This is an optimization exercise on Yosys and OpenROAD, whose aim is small area, not a production implementation. The RTL was checked by simulation tests, not by an equivalence proof against the original design. Power figures rest on the tool's default switching activity, not on a simulated workload.

`run.sh`:
```
#!/bin/bash
# synth_recipe.tcl (not shown) runs the flow's synth.tcl, then flattens the netlist and writes it again
# the make line also repeats each setting of config.mk as NAME=value (left out here)
make -C /OpenROAD-flow-scripts/flow DESIGN_CONFIG=/design/flow/config.mk WORK_HOME=/design/flow/orfs CLKGATE_MAP_FILE= SYNTH_SCRIPT=/design/flow/synth_recipe.tcl finish
```
`config.mk`:
```
export PLATFORM = sky130hd
export DESIGN_NAME = stopwatch
export DESIGN_NICKNAME = stopwatch
export VERILOG_FILES = /design/flow/design.v
export SDC_FILE = /design/flow/constraint.sdc
export NUM_CORES = 4
export LEC_CHECK = 0
export CAP_MARGIN = 20
export CORE_MARGIN = 2
export CORE_UTILIZATION = 40
export SLEW_MARGIN = 20
```
`constraint.sdc`:
```
create_clock -name core_clock -period 10.0 [get_ports {clk}]
set_input_delay 2.0000 -clock core_clock [delete_from_list [all_inputs] [get_ports {clk}]]
set_output_delay 2.0000 -clock core_clock [all_outputs]
set_load 0.01 [all_outputs]
```
`design.v`:
```
module stopwatch
(
    input clk,
    input reset,
    input start,
    input pfinish,
    input stop,
    output [6:0] hex0,
    output [6:0] hex1,
    output [6:0] hex2,
    output [6:0] hex3,
    output [6:0] hex4,
    output [6:0] hex5,
    output [9:0] led
);
    logic pf_ff, st_ff;
    always_ff @(posedge clk)
    begin
        pf_ff <= pfinish;
        st_ff <= stop;
    end
    wire pe = pfinish & ~pf_ff;
    wire se = stop & ~st_ff;
    logic run, view, wr;
    logic [3:0] num, cnt;
    wire enable = run & ~view;
    wire num9 = (num == 4'd9);
    wire fin = se | (pe & num9);
    wire last = (cnt + 4'd1 == num);
    always_ff @(posedge clk, posedge reset)
        if (reset)
        begin
            run <= 1'b0;
            view <= 1'b0;
            num <= '0;
            cnt <= '0;
        end
        else
        begin
            if (view)
            begin
                run <= ~run & (pe | se);
                if (~run)
                begin
                    if (pe)
                        cnt <= last ? 4'd0 : cnt + 4'd1;
                    else if (se)
                        cnt <= (cnt == 4'd0) ? num - 4'd1 : cnt - 4'd1;
                end
            end
            else if (run)
            begin
                if (fin)
                begin
                    run <= 1'b0;
                    view <= 1'b1;
                end
                if (fin | pe)
                begin
                    cnt <= num;
                    num <= num + 4'd1;
                end
            end
            else if (start)
            begin
                run <= 1'b1;
                if (pe)
                begin
                    cnt <= num;
                    num <= num + 4'd1;
                end
            end
        end
    always_ff @(posedge clk)
        wr <= ~view & (run | start) & pe & ~(run & fin);
    logic [3:0] d;
    wire tick = d[3] & d[1];
    always_ff @(posedge clk, posedge reset)
        if (reset)
            d <= '0;
        else if (enable)
            d <= tick ? 4'd1 : d + 4'd1;
    logic [3:0] h0, h1, s0, m0;
    logic [2:0] s1, m1;
    wire c0 = enable & tick;
    wire c1 = c0 & (h0 == 4'd9);
    wire c2 = c1 & (h1 == 4'd9);
    wire c3 = c2 & (s0 == 4'd9);
    wire c4 = c3 & (s1 == 3'd5);
    wire c5 = c4 & (m0 == 4'd9);
    always_ff @(posedge clk, posedge reset)
        if (reset)
        begin
            h0 <= '0; h1 <= '0; s0 <= '0; s1 <= '0; m0 <= '0; m1 <= '0;
        end
        else
        begin
            if (c0) h0 <= (h0 == 4'd9) ? 4'd0 : h0 + 4'd1;
            if (c1) h1 <= (h1 == 4'd9) ? 4'd0 : h1 + 4'd1;
            if (c2) s0 <= (s0 == 4'd9) ? 4'd0 : s0 + 4'd1;
            if (c3) s1 <= (s1 == 3'd5) ? 3'd0 : s1 + 3'd1;
            if (c4) m0 <= (m0 == 4'd9) ? 4'd0 : m0 + 4'd1;
            if (c5) m1 <= (m1 == 3'd5) ? 3'd0 : m1 + 3'd1;
        end
    logic [7:0] bc;
    always_ff @(posedge clk, posedge reset)
        if (reset)
            bc <= '0;
        else
            bc <= bc + 8'd1;
    wire blink = bc[7];
    function automatic [6:0] enc7(input [3:0] a, input [3:0] b);
        if (~a[3] & ~b[3])
            enc7 = {1'b0, a[2:0], b[2:0]};
        else if (a[3])
            enc7 = {2'b11, a[0], b[3:0]};
        else
            enc7 = {3'b100, a[2:0], b[0]};
    endfunction
    function automatic [7:0] dec7(input [6:0] c);
        if (~c[6])
            dec7 = {1'b0, c[5:3], 1'b0, c[2:0]};
        else if (c[5])
            dec7 = {3'b100, c[4], c[3:0]};
        else
            dec7 = {1'b0, c[3:1], 3'b100, c[0]};
    endfunction
    function automatic [5:0] enc6(input [2:0] t, input [3:0] u);
        enc6 = u[3] ? {2'b11, t, u[0]} : {t, u[2:0]};
    endfunction
    function automatic [6:0] dec6(input [5:0] c);
        dec6 = (c[5] & c[4]) ? {c[3:1], 3'b100, c[0]} : {c[5:3], 1'b0, c[2:0]};
    endfunction
    wire [18:0] wdata = {enc6(m1, m0), enc6(s1, s0), enc7(h1, h0)};
    logic [18:0] mem [0:8];
    always_ff @(posedge clk)
        for (int i = 0; i < 9; i++)
            if (wr && cnt == i)
                mem[i] <= wdata;
    wire [18:0] rdata = cnt[3] ? mem[8] : mem[cnt[2:0]];
    wire [7:0] rh = dec7(rdata[6:0]);
    wire [6:0] rs = dec6(rdata[12:7]);
    wire [6:0] rm = dec6(rdata[18:13]);
    wire selm = view & ~last;
    wire [3:0] dh0 = selm ? rh[3:0] : h0;
    wire [3:0] dh1 = selm ? rh[7:4] : h1;
    wire [3:0] ds0 = selm ? rs[3:0] : s0;
    wire [2:0] ds1 = selm ? rs[6:4] : s1;
    wire [3:0] dm0 = selm ? rm[3:0] : m0;
    wire [2:0] dm1 = selm ? rm[6:4] : m1;
    function automatic [6:0] seg(input [3:0] dig);
        case (dig)
            4'd0: seg = 7'b1000000;
            4'd1: seg = 7'b1111001;
            4'd2: seg = 7'b0100100;
            4'd3: seg = 7'b0110000;
            4'd4: seg = 7'b0011001;
            4'd5: seg = 7'b0010010;
            4'd6: seg = 7'b0000010;
            4'd7: seg = 7'b1111000;
            4'd8: seg = 7'b0000000;
            4'd9: seg = 7'b0010000;
            default: seg = 7'h7F;
        endcase
    endfunction
    assign hex0 = seg(dh0);
    assign hex1 = seg(dh1);
    assign hex2 = seg(ds0);
    assign hex3 = seg({1'b0, ds1});
    assign hex4 = seg(dm0);
    assign hex5 = seg({1'b0, dm1});
    genvar i;
    generate
        for (i = 0; i < 10; i++)
        begin: ledassign
            assign led[i] = (num > i) & ~(view & (cnt == i) & ~blink);
        end
    endgenerate
endmodule
```
==> notes.md <==
worst max-delay path: stages, from the launching register on:
cell,delay [ns]
dfrtp_1,0.58
inv_1,0.20
ha_2,0.47
buf_4,0.47
or3_1,0.66
nand3_1,0.19
o221ai_1,0.48
mux2_2,0.40
o211ai_1,0.32
inv_1,0.12
ha_1,0.33
nand2_1,0.06
a21o_1,0.11
clkdlybuf4s50_1,0.53
stage by stage:
step / instances / util (%) / power [W] / area, µm²
finish: 1293 / 47.1 / 0.00463 / 12300
detailed placement: 1250 / 44.2 / 0.00382 / 11600
global placement: 1249 / 44.1 / 0.00381 / 11600
global route: 1293 / 47.1 / 0.00496 / 12300
floorplan: 900 / - / 0.00272 / 10700
CTS: 1293 / 47.1 / 0.00466 / 12300
routing by layer:
layer  vias to the layer above  global-route usage, %  wire, µm
met2                       234                   29.6     11700
met1                      3615                   25.4     11400
met3                        44                   2.79      1500
met4                         0                   5.22       692
li1                       3496                      -         -
met5                         -                      0         0
kinds of logic (layout without fill, tap and decap cells):
group / after synthesis / after routing / share of synthesized area, %
adder cells (fa/ha/maj): 35 / 35 / 4.08
flip-flops: 218 / 218 / 58.7
multiplexers: 29 / 29 / 2.88
XOR/XNOR: 27 / 27 / 2.33
AO/OA/AOI/OAI: 248 / 248 / 16.7
AND/OR/NAND/NOR: 249 / 249 / 11.7
buffers and inverters: 94 / 152 / 3.58
worst max-delay path by stage:
stage	from	end	slack, ns	cells past startpoint
4_1_cts	cnt[1]	hex1[1]	2.53	13
6_report	cnt[1]	hex1[1]	2.55	13
3_3_place_gp	cnt[1]	hex1[1]	3.22	13
3_5_place_dp	cnt[1]	hex1[1]	3.10	13
2_1_floorplan	cnt[2]	hex3[3]	4.63	13
5_1_grt	cnt[1]	hex1[1]	2.14	13
state kept, by name, summed over array words and instances (netlist names):
| register | flops |
|---|---|
| h1 | 4 |
| d | 4 |
| bc | 8 |
| view | 1 |
| run | 1 |
| s0 | 4 |
| m0 | 4 |
| s1 | 3 |
| num | 4 |
| h0 | 4 |
| m1 | 3 |
| pf_ff | 1 |
| st_ff | 1 |
| wr | 1 |
| mem | 171 |
| cnt | 4 |
area by class of cell:
cell class                 instances  area share, %
sequential                       218           51.0
timing repair buffer              70           5.50
inverter                          39           1.19
clock inverter                    14           1.03
tap                              335           3.40
multi-input combinational        588           32.8
clock buffer                      29           5.02
where the power goes:
| part | internal (W) | total [W] | switching (W) |
|---|---|---|---|
| combinational | 0.00131 | 0.00274 | 0.00144 |
| clock | 0.000492 | 0.000838 | 0.000346 |
| sequential | 0.000996 | 0.00105 | 0.0000575 |
cells in the mapped netlist (7+ instances only):
master    number  share of area (%)
edfxtp_1     171                 48
nand2_1       80                2.8
nor2_1        51                1.8
o21ai_0       50                2.3
dfrtp_1       44                 10
inv_1         39                1.4
clkbuf_1      35                1.2
ha_1          35                4.1
a21oi_1       34                1.6
a22oi_1       31                2.2
nand3_1       22                1.0
xnor2_1       21                1.7
and3_1        19                1.1
buf_2         19               0.89
and2_1        16               0.93
a222oi_1      15                1.4
mux2i_1       14                1.3
a31oi_1       13               0.76
mux2_2        13                1.4
a21o_1        10               0.70
nand2b_1      10               0.58
a22o_1         9               0.74
o31ai_1        9               0.63
nor3_1         8               0.37
or2_2          8               0.47
a221o_1        7               0.65
nor2b_1        7               0.41
nor4_1         7               0.41
==> flow_summary.ini <==
[yosys]
syn_area_per_cell_um2 = 11.9
async_reset_ff_share_pct = 20.2
netlist_area_um2 = 10700
synth-seq-cells = 218
syn_inst = 900
synth_edf_count = 171
yosysSeqAreaShare_pct = 58.7
synth.distinct_cells = 74
yosysWarnings = 2
synth-main-ff-cell = edfxtp_1
synth_nets = 940

[cells_and_area]
syn_to_final_growth_pct = 15.1
final_common_cell = edfxtp_1
layout-drive-gt1-share_pct = 9.50
final_nets = 981
nFillCells = 2311
n_antenna_cell = 0
multi_input_area_um2 = 4050
most-common-layout-cells = edfxtp_1 (171), nand2_1 (80), clkdlybuf4s50_1 (56)
seqCellArea_um2 = 6300

[worst_hold_path]
min_to = bc[0]
holdCritPathClass = flip-flop to flip-flop
min_delay_path_depth = 1
min_from = bc[0]

[sta]
whs_ns = 0.470
hold_viol_final = 0
finalSetupTns_ns = 0
setup_ws_ns = 2.55
fin_crit_sh_pct = 74.5
fin_crit_ns = 7.45
max_freq_mhz = 134
clock_skew_ns = 0.0159
rsz0062_at_grt = false
worst_pin_slew_ns = 1.06
max_slew_margin_pct = 29.2
drv_slew = 0
finalSetupViolations = 0

[detailed_routing]
postRouteWirelength_mm = 25.3
routedWlPerCell_um = 19.6
drc = 0
dr.pass1.iters = 8
routed_via_density = 5.71
vias = 7389
drt_iter0_drc = 622
detail-route-antenna-nets = 0

[die]
std_cell_rows = 59
core-area_um2 = 26200
boundaryPins = 57
initial_core_util_pct = 40.9
fp.dieW_um = 168
dieArea_um2 = 28100
die_h_um = 168

[setup_path]
cp_max_fo = 37
path_class = flip-flop to output port
crit_path_end_kind = output port
required_ns = 8.00
start_kind = flip-flop
rrSetupSlack_ns = 6.79
reg2reg_from = view
r2r_end = m1[1]
reg2reg_depth = 7
cp.arrival_ns = 5.45

[global_route]
grt_pass1_vias = 7136
grt_usage_pct = 18.2
grt_antenna_before_repair = 0
grt-ovfl-total = 0
grt_max_degree = 50
grt_pass1_wl_mm = 40.2

[power_and_ir_drop]
irDropWorstVdd_uv = 189
p_per_area_nw_per_um2 = 375
leakagePower_nw = 4.29

[clock_network]
clockRootBuffer = clkbuf_16
cts_buffer_depth = 3
cts_setup_buffers = 0
cts-hold-fix-buffers = 0
clk_pin_slew_worst_paths_ns = 0.06
cts_inserted_buffers = 24
clk_latency_ns = 0.52
cts_resized = 0
htree_levels = 1
cts_tree = done
clock_sinks = 218

[job]
maxCapViolCount = 0

[place]
gp_congestion = 0.812
dp_slack_ns = 3.10
port_buffers = 56
place_hpwl_mm = 16.1

[outcome]
status = finished clean

==> what the ideal ports hide <==
The results above use ideal ports. As a check the final layout listed here was re-extracted and re-timed, cells and wires unchanged.
Step 1 assumes that a clkbuf_16 drives the clock port and a buf_2 every other input.
Step 2 also shifts input and output timing later by t, the mid clock arrival at the registers, as if the neighbouring blocks saw the same clock.
Slacks: ideal ports / drivers / drivers and shift; pairs: ideal ports / drivers.
shift t [ns]: 0.562
setup WS [ns]: 2.551 / 2.502 / 3.064
clock arrival spread, ns: 0.016 / 0.016
After both steps this run still meets setup and hold. For this run, drivers alone change the setup slack by -0.049 ns; drivers and shift together by +0.513 ns.
